This is an optimization exercise on Yosys and OpenROAD, whose aim is small area, a short achievable clock period and few clock cycles, not a production implementation. At most, simulation tests tie the RTL to the original design; equivalence was not proved.

==> inputs of run a <==
==> flow/design.v <==
`timescale 1ns/10ps
module  SOBEL(clk,reset,busy,ready,iaddr,idata,cdata_rd,cdata_wr,caddr_rd,caddr_wr,cwr,crd,csel	);
input				clk;
input				reset;
output	reg 		busy;
input				ready;
output 	reg [16:0]		iaddr;
input  	[7:0]		idata;
input	[7:0]		cdata_rd;
output	reg [7:0]		cdata_wr;
output 	[15:0]		caddr_rd;
output 	reg [15:0]	caddr_wr;
output	reg         cwr;
output              crd;
output 	reg [1:0]	csel;
assign caddr_rd = 16'd0;
assign crd = 1'b0;
wire rmid = csel == 2'd3;
wire rbot = csel == 2'd1;
wire top  = csel == 2'd3;
reg ptop;        
reg pmid;        
reg pbot;        
reg vnext;       
reg started;     
wire rowend = caddr_wr[7:0] == 8'd254;    
wire done   = top & cwr & (&caddr_wr);
reg [8:0]  idr;   
reg [9:0]  N;     
reg [9:0]  W;     
reg [10:0] FF;    
reg [10:0] G1;    
reg [10:0] G2;    
reg [8:0]  G3;    
reg [7:0]  ybuf;
wire [8:0]  gs  = pmid ? 9'd0 : idr ^ {9{pbot}};
wire [10:0] gs1 = {{2{gs[8]}}, gs};
wire [11:0] g1n = {ptop ? G2 : G1, 1'b1} + {gs1, pbot};
wire [11:0] g2n = {ptop ? {{2{G3[8]}}, G3} : G2, 1'b1} + {gs1[9:0], pbot, pbot};
wire [9:0]  g3n = {ptop ? 9'd0 : G3, 1'b1} + {gs, pbot};
wire [9:0] csum = {1'b0, cdata_wr, 1'b1} + {1'b0, ybuf, 1'b1};     
wire [10:0] gx = ~FF;
wire [7:0] xc = gx[10] ? 8'd0 : (|gx[9:8]) ? 8'hff : gx[7:0];
wire [7:0] yc = G1[10] ? 8'd0 : (|G1[9:8]) ? 8'hff : G1[7:0];
always @(posedge clk) begin
    idr <= rmid ? {idata, 1'b0} : {1'b0, idata};
    N   <= (ptop ? 10'd0 : N) + {1'b0, idr};
    FF  <= (ptop ? ~{1'b0, W} : FF) + {2'b0, idr};
    if (ptop) W <= N;
    G1  <= g1n[11:1];
    G2  <= g2n[11:1];
    G3  <= g3n[9:1];
    cdata_wr <= ptop ? xc : ybuf;
    ybuf     <= ptop ? yc : csum[9:2];
end
always @(posedge clk or posedge reset) begin
    if (reset) begin
        busy     <= 1'b0;
        csel     <= 2'd0;
        ptop     <= 1'b0;
        pmid     <= 1'b0;
        pbot     <= 1'b0;
        iaddr    <= 17'd0;
        caddr_wr <= 16'd0;
        cwr      <= 1'b0;
        vnext    <= 1'b0;
        started  <= 1'b0;
    end else if (busy) begin
        csel  <= done ? 2'd0 : {~csel[1] | ~csel[0], csel[1]};
        ptop  <= csel == 2'd2;
        pmid  <= csel == 2'd3;
        pbot  <= csel == 2'd1;
        iaddr <= rbot ? iaddr + 17'h1FDFD + {16'd0, rowend} : iaddr + 17'd258;
        if (top) begin
            cwr      <= vnext & ~done;
            vnext    <= ~rowend & started;
            started  <= started | iaddr[0];
            if (cwr) caddr_wr <= caddr_wr + 16'd1;
            if (done) busy <= 1'b0;
        end
    end else if (ready & ~started) begin
        busy <= 1'b1;
        csel <= 2'd2;
    end
end
endmodule
==> flow/run.sh <==
#!/bin/bash
# synth_recipe.tcl (not shown) runs the flow's synth.tcl, then flattens the netlist and writes it again
# the make line also repeats each setting of config.mk as NAME=value (left out here)
make -C /OpenROAD-flow-scripts/flow DESIGN_CONFIG=/design/flow/config.mk WORK_HOME=/design/flow/orfs CLKGATE_MAP_FILE= SYNTH_SCRIPT=/design/flow/synth_recipe.tcl finish
==> flow/config.mk <==
export PLATFORM = sky130hd
export DESIGN_NAME = SOBEL
export DESIGN_NICKNAME = SOBEL
export VERILOG_FILES = /design/flow/design.v
export SDC_FILE = /design/flow/constraint.sdc
export NUM_CORES = 4
export LEC_CHECK = 0
export CAP_MARGIN = 20
export CORE_MARGIN = 2
export CORE_UTILIZATION = 40
export CTS_BUF_LIST = sky130_fd_sc_hd__clkbuf_8
export CTS_CLUSTER_SIZE = 30
export SETUP_SLACK_MARGIN = 2.6
export SLEW_MARGIN = 20
==> flow/constraint.sdc <==
create_clock -name core_clock -period 5.0 [get_ports {clk}]
set_input_delay 1.0000 -clock core_clock [delete_from_list [all_inputs] [get_ports {clk}]]
set_output_delay 1.0000 -clock core_clock [all_outputs]
set_load 0.01 [all_outputs]
==> inputs of run b, as changes to run a <==
==> flow/design.v (replaced) <==
`timescale 1ns/10ps
module  SOBEL(clk,reset,busy,ready,iaddr,idata,cdata_rd,cdata_wr,caddr_rd,caddr_wr,cwr,crd,csel	);
input				clk;
input				reset;
output	reg 		busy;
input				ready;
output 	reg [16:0]		iaddr;
input  	[7:0]		idata;
input	[7:0]		cdata_rd;
output	[7:0]		cdata_wr;
output 	[15:0]		caddr_rd;
output 	reg [15:0]	caddr_wr;
output	reg         cwr;
output              crd;
output 	reg [1:0]	csel;
assign caddr_rd = 16'd0;
assign crd = 1'b0;
wire rmid = csel == 2'd3;
wire rbot = csel == 2'd1;
wire top  = csel == 2'd3;
reg ptop;        
reg pbot;        
reg vnext;       
reg started;     
reg  rowend;     
wire done   = top & cwr & (&caddr_wr);
reg [8:0]  idr;   
reg [9:0]  N;     
reg [9:0]  S1;    
reg [9:0]  S2;    
reg [8:0]  K;     
reg [8:0]  D1;    
reg [10:0] G2;    
reg [10:0] cw;    
reg [10:0] ybuf;  
wire [8:0]  d0  = ~K;                                    
wire [9:0]  nsum = (ptop ? 10'd0 : N) + {1'b0, idr};
wire [8:0]  ksum = K + idr;
wire [10:0] gx   = {1'b0, S2} - {1'b0, N};               
wire [10:0] gy   = G2 + {{2{d0[8]}}, d0};
wire [10:0] g2n  = {{2{D1[8]}}, D1} + {d0[8], d0, 1'b0};
wire [7:0]  yc   = ybuf[10] ? 8'd0 : (|ybuf[9:8]) ? 8'hff : ybuf[7:0];
wire [9:0]  csum = {1'b0, cdata_wr, 1'b1} + {1'b0, yc, 1'b1};   
assign cdata_wr = cw[10] ? 8'd0 : (|cw[9:8]) ? 8'hff : cw[7:0];
always @(posedge clk) begin
    idr <= rmid ? {idata, 1'b0} : {1'b0, idata};
    N <= nsum;
    if (ptop) begin
        S1 <= N;
        S2 <= S1;
        D1 <= d0;
        G2 <= g2n;
        K  <= ~idr;
    end else if (pbot) begin
        K  <= ksum;
    end
    cw   <= ptop ? gx : {3'd0, yc};
    ybuf <= ptop ? gy : {3'd0, csum[9:2]};
end
always @(posedge clk or posedge reset) begin
    if (reset) begin
        busy     <= 1'b0;
        csel     <= 2'd0;
        ptop     <= 1'b0;
        pbot     <= 1'b0;
        iaddr    <= 17'd0;
        caddr_wr <= 16'd0;
        cwr      <= 1'b0;
        vnext    <= 1'b0;
        started  <= 1'b0;
        rowend   <= 1'b0;
    end else if (busy) begin
        csel  <= done ? 2'd0 : {~csel[1] | ~csel[0], csel[1]};
        ptop  <= csel == 2'd2;
        pbot  <= csel == 2'd1;
        iaddr <= rbot ? iaddr + 17'h1FDFD + {16'd0, rowend} : iaddr + 17'd258;
        if (top) begin
            cwr      <= vnext & ~done;
            vnext    <= ~rowend & started;
            started  <= started | iaddr[0];
            if (cwr) caddr_wr <= caddr_wr + 16'd1;
            rowend   <= caddr_wr[7:0] == (cwr ? 8'd253 : 8'd254);
            if (done) busy <= 1'b0;
        end
    end else if (ready & ~started) begin
        busy <= 1'b1;
        csel <= 2'd2;
    end
end
endmodule
==> flow/flow/run.sh (new file) <==
#!/bin/bash
# The standard layout, with plain buffers (instead of delay cells) on the
# input and output ports, and full/half adder cells left out so that abc
# maps the adders itself. Each tool's output goes to its own log here.
set -euo pipefail
export BUFFER_PORTS_ARGS="-buffer_cell sky130_fd_sc_hd__buf_2"
export DONT_USE_CELLS="sky130_fd_sc_hd__fa_1 sky130_fd_sc_hd__fa_2 sky130_fd_sc_hd__fa_4 sky130_fd_sc_hd__ha_1 sky130_fd_sc_hd__ha_2 sky130_fd_sc_hd__ha_4 sky130_fd_sc_hd__fah_1 sky130_fd_sc_hd__fahcin_1 sky130_fd_sc_hd__fahcon_1"
bash standard.sh > standard.log 2>&1
==> flow/standard.sh (new file) <==
#!/bin/bash
# synth_recipe.tcl (not shown) runs the flow's synth.tcl, then flattens the netlist and writes it again
# the make line also repeats each setting of config.mk as NAME=value (left out here)
make -C /OpenROAD-flow-scripts/flow DESIGN_CONFIG=/design/flow/config.mk WORK_HOME=/design/flow/orfs CLKGATE_MAP_FILE= SYNTH_SCRIPT=/design/flow/synth_recipe.tcl "${@:-finish}"
SETUP_SLACK_MARGIN = 2.4   (was 2.6)
removed: flow/run.sh
==> inputs of run c, as changes to run a <==
==> flow/design.v (replaced) <==
`timescale 1ns/10ps
module  SOBEL(clk,reset,busy,ready,iaddr,idata,cdata_rd,cdata_wr,caddr_rd,caddr_wr,cwr,crd,csel	);
input				clk;
input				reset;
output	reg 		busy;
input				ready;
output 	reg [16:0]		iaddr;
input  	[7:0]		idata;
input	[7:0]		cdata_rd;
output	reg [7:0]		cdata_wr;
output 	[15:0]		caddr_rd;
output 	reg [15:0]	caddr_wr;
output	reg         cwr;
output              crd;
output 	reg [1:0]	csel;
function [16:0] add;
    input [16:0] a;
    input [16:0] b;
    input        ci;
    integer i, j;
    reg [16:0] p, g, x;
    begin
        x = a ^ b;
        p = x;
        g = a & b;
        g[0] = g[0] | (p[0] & ci);
        for (i = 1; i <= 5; i = i + 1)
            for (j = 2**i - 1; j < 17; j = j + 2**i) begin
                g[j] = g[j] | (p[j] & g[j - 2**(i-1)]);
                p[j] = p[j] & p[j - 2**(i-1)];
            end
        for (i = 5; i > 0; i = i - 1)
            for (j = 2**i + 2**(i-1) - 1; j < 17; j = j + 2**i) begin
                g[j] = g[j] | (p[j] & g[j - 2**(i-1)]);
                p[j] = p[j] & p[j - 2**(i-1)];
            end
        add = x ^ {g[15:0], ci};
    end
endfunction
assign caddr_rd = 16'd0;
assign crd = 1'b0;
wire top = csel == 2'd3;
wire mid = csel == 2'd1;
wire bot = csel == 2'd2;
reg vnext;       
reg init;        
wire rowend = caddr_wr[7:0] == 8'd254;    
wire done   = top & cwr & (&caddr_wr);
reg [9:0]  N;     
reg [9:0]  S1;    
reg [9:0]  S2;    
reg [8:0]  K;     
reg [8:0]  D1;    
reg [10:0] G2;    
reg [7:0]  ybuf;
wire [9:0]  pix = mid ? {1'b0, idata, 1'b0} : {2'b0, idata};
wire [8:0]  d0  = ~K;                                    
wire [16:0] nsum = add({7'd0, top ? 10'd0 : N}, {7'd0, pix}, 1'b0);
wire [16:0] ksum = add({8'd0, K}, {9'd0, idata}, 1'b0);
wire [16:0] gx   = add({7'd0, S2}, ~{7'd0, N}, 1'b1);    
wire [16:0] gy   = add({6'd0, G2}, {{8{d0[8]}}, d0}, 1'b0);
wire [16:0] g2n  = add({{8{D1[8]}}, D1}, {{7{d0[8]}}, d0, 1'b0}, 1'b0);
wire [16:0] csum = add({9'd0, cdata_wr}, {9'd0, ybuf}, 1'b1);
wire [7:0] xc = gx[10] ? 8'd0 : (|gx[9:8]) ? 8'hff : gx[7:0];
wire [7:0] yc = gy[10] ? 8'd0 : (|gy[9:8]) ? 8'hff : gy[7:0];
always @(posedge clk) begin
    N <= nsum[9:0];
    if (top) begin
        S1 <= N;
        S2 <= S1;
        D1 <= d0;
        G2 <= g2n[10:0];
        K  <= ~{1'b0, idata};
    end else if (bot) begin
        K  <= ksum[8:0];
    end
    cdata_wr <= top ? xc : ybuf;
    ybuf     <= top ? yc : csum[8:1];
end
always @(posedge clk or posedge reset) begin
    if (reset) begin
        busy     <= 1'b0;
        csel     <= 2'd3;
        iaddr    <= 17'd0;
        caddr_wr <= 16'd0;
        cwr      <= 1'b0;
        vnext    <= 1'b0;
        init     <= 1'b1;
    end else if (busy) begin
        csel  <= done ? 2'd0 : {csel[0] ^ csel[1], csel[1]};
        iaddr <= add(iaddr, bot ? 17'h1FDFD : 17'd258, bot & rowend);
        if (top) begin
            cwr      <= vnext & ~done;
            vnext    <= ~rowend & ~init;
            init     <= init & ~iaddr[0];
            if (cwr) caddr_wr <= add({1'b0, caddr_wr}, 17'd1, 1'b0);
            if (done) busy <= 1'b0;
        end
    end else begin
        busy <= ready & (csel != 2'd0);
    end
end
endmodule
CTS_BUF_LIST = unset   (was sky130_fd_sc_hd__clkbuf_8)
CTS_CLUSTER_SIZE = unset   (was 30)
SETUP_SLACK_MARGIN = 2.8   (was 2.6)
==> inputs of run d, as changes to run a <==
==> flow/design.v (replaced) <==
`timescale 1ns/10ps
module  SOBEL(clk,reset,busy,ready,iaddr,idata,cdata_rd,cdata_wr,caddr_rd,caddr_wr,cwr,crd,csel	);
input				clk;
input				reset;
output	reg 		busy;
input				ready;
output 	reg [16:0]		iaddr;
input  	[7:0]		idata;
input	[7:0]		cdata_rd;
output	reg [7:0]		cdata_wr;
output 	[15:0]		caddr_rd;
output 	reg [15:0]	caddr_wr;
output	reg         cwr;
output              crd;
output 	reg [1:0]	csel;
assign caddr_rd = 16'd0;
assign crd = 1'b0;
wire rtop = csel == 2'd2;
wire rbot = csel == 2'd1;
wire top  = csel == 2'd3;
wire mid  = csel == 2'd1;
wire bot  = csel == 2'd2;
reg vnext;       
reg init;        
wire rowend = caddr_wr[7:0] == 8'd254;    
wire done   = top & cwr & (&caddr_wr);
reg [7:0]  idr;   
reg [9:0]  N;     
reg [9:0]  S1;    
reg [9:0]  S2;    
reg [8:0]  K;     
reg [8:0]  D1;    
reg [10:0] G2;    
reg [7:0]  ybuf;
wire [9:0]  pix = mid ? {1'b0, idr, 1'b0} : {2'b0, idr};
wire [8:0]  d0  = ~K;                                    
wire [9:0]  nsum = (top ? 10'd0 : N) + pix;
wire [8:0]  ksum = K + {1'b0, idr};
wire [10:0] gx   = {1'b0, S2} - {1'b0, N};               
wire [10:0] gy   = G2 + {{2{d0[8]}}, d0};
wire [10:0] g2n  = {{2{D1[8]}}, D1} + {d0[8], d0, 1'b0};
wire [8:0]  csum = {1'b0, cdata_wr} + {1'b0, ybuf} + 9'd1;
wire [7:0] xc = gx[10] ? 8'd0 : (|gx[9:8]) ? 8'hff : gx[7:0];
wire [7:0] yc = gy[10] ? 8'd0 : (|gy[9:8]) ? 8'hff : gy[7:0];
always @(posedge clk) begin
    idr <= idata;
    N <= nsum;
    if (top) begin
        S1 <= N;
        S2 <= S1;
        D1 <= d0;
        G2 <= g2n;
        K  <= ~{1'b0, idr};
    end else if (bot) begin
        K  <= ksum;
    end
    cdata_wr <= top ? xc : ybuf;
    ybuf     <= top ? yc : csum[8:1];
end
always @(posedge clk or posedge reset) begin
    if (reset) begin
        busy     <= 1'b0;
        csel     <= 2'd2;
        iaddr    <= 17'd0;
        caddr_wr <= 16'd0;
        cwr      <= 1'b0;
        vnext    <= 1'b0;
        init     <= 1'b1;
    end else if (busy) begin
        csel  <= done ? 2'd0 : {~csel[1] | ~csel[0], csel[1]};
        iaddr <= rbot ? iaddr + 17'h1FDFD + {16'd0, rowend} : iaddr + 17'd258;
        if (top) begin
            cwr      <= vnext & ~done;
            vnext    <= ~rowend & ~init;
            init     <= init & ~iaddr[0];
            if (cwr) caddr_wr <= caddr_wr + 16'd1;
            if (done) busy <= 1'b0;
        end
    end else begin
        busy <= ready & (csel != 2'd0);
    end
end
endmodule
CTS_BUF_LIST = unset   (was sky130_fd_sc_hd__clkbuf_8)
CTS_CLUSTER_SIZE = unset   (was 30)
SETUP_SLACK_MARGIN = 2.8   (was 2.6)
==> results.txt <==
                                                                           run d                    run a                    run c                    run b
Result of the run                                        complete, no violations  complete, no violations  complete, no violations  complete, no violations
Cell type of the slowest stage on the worst timing path                  dfstp_4                  dfrtp_4                  dfstp_2                 edfxtp_1
Non-clock inverter count in the final layout                                  40                       34                       67                       42
Commonest non-fill, non-tap cell in the layout                           nand2_1                  dfxtp_1                     ha_1                   nor2_1
Multi-input gate count                                                       515                      604                      453                      532
Chip width                                                                136 µm                   140 µm                   137 µm                   139 µm
Count of mapped cells out of synthesis                                       691                      794                      649                      730
Die area                                                               18500 µm²                19500 µm²                18900 µm²                19400 µm²
Simple-gate share of the synthesized area                                  14.6%                    16.2%                    11.0%                    14.5%
Worst Hold Endpoint                                                        S2[6]                     W[5]                    S2[2]                    S2[1]
Filler instances                                                            1476                     1633                     1489                     1711
Non-Clock Buffer Area Fraction                                             12.4%                    12.4%                    12.4%                    4.61%
Core area                                                              17200 µm²                18000 µm²                17400 µm²                18000 µm²
Worst-case clock skew                                                 0.00552 ns               0.00953 ns                0.0122 ns               0.00691 ns
Rows                                                                          48                       49                       48                       49
Testbench counts of run b, summed over its fixed seeds: cycles 789,544.
For run a, run c and run d, only the layout was checked, not whether the RTL still works.

==> static timing again, ports no longer ideal <==
The results above use ideal ports. As a check the final layouts listed here were re-extracted and re-timed, cells and wires unchanged. Step 1, drivers: a clkbuf_16 drives clk and a buf_2 each remaining input, both assumed. Step 2, shift: input delay + t, output delay - t, t = (earliest + latest rising clock arrival at the registers) / 2. This alone moves slack from input paths to output paths. Three values: no drivers, after step 1, after step 2; two values: the first two.
run	t, ns	setup WS [ns]	hold WS [ns]
run a	0.485	2.571 / 2.571 / 2.571	0.429 / 0.429 / 0.429
run b	0.483	2.532 / 2.502 / 2.532	0.424 / 0.424 / 0.424
run c	0.450	1.859 / 1.859 / 1.808	0.416 / 0.416 / 0.416
run d	0.456	2.367 / 2.367 / 2.367	0.415 / 0.415 / 0.415
After both steps every run listed still meets setup and hold. For run c, which loses most, drivers alone change the setup slack by 0.000 ns; drivers and shift together by -0.051 ns.
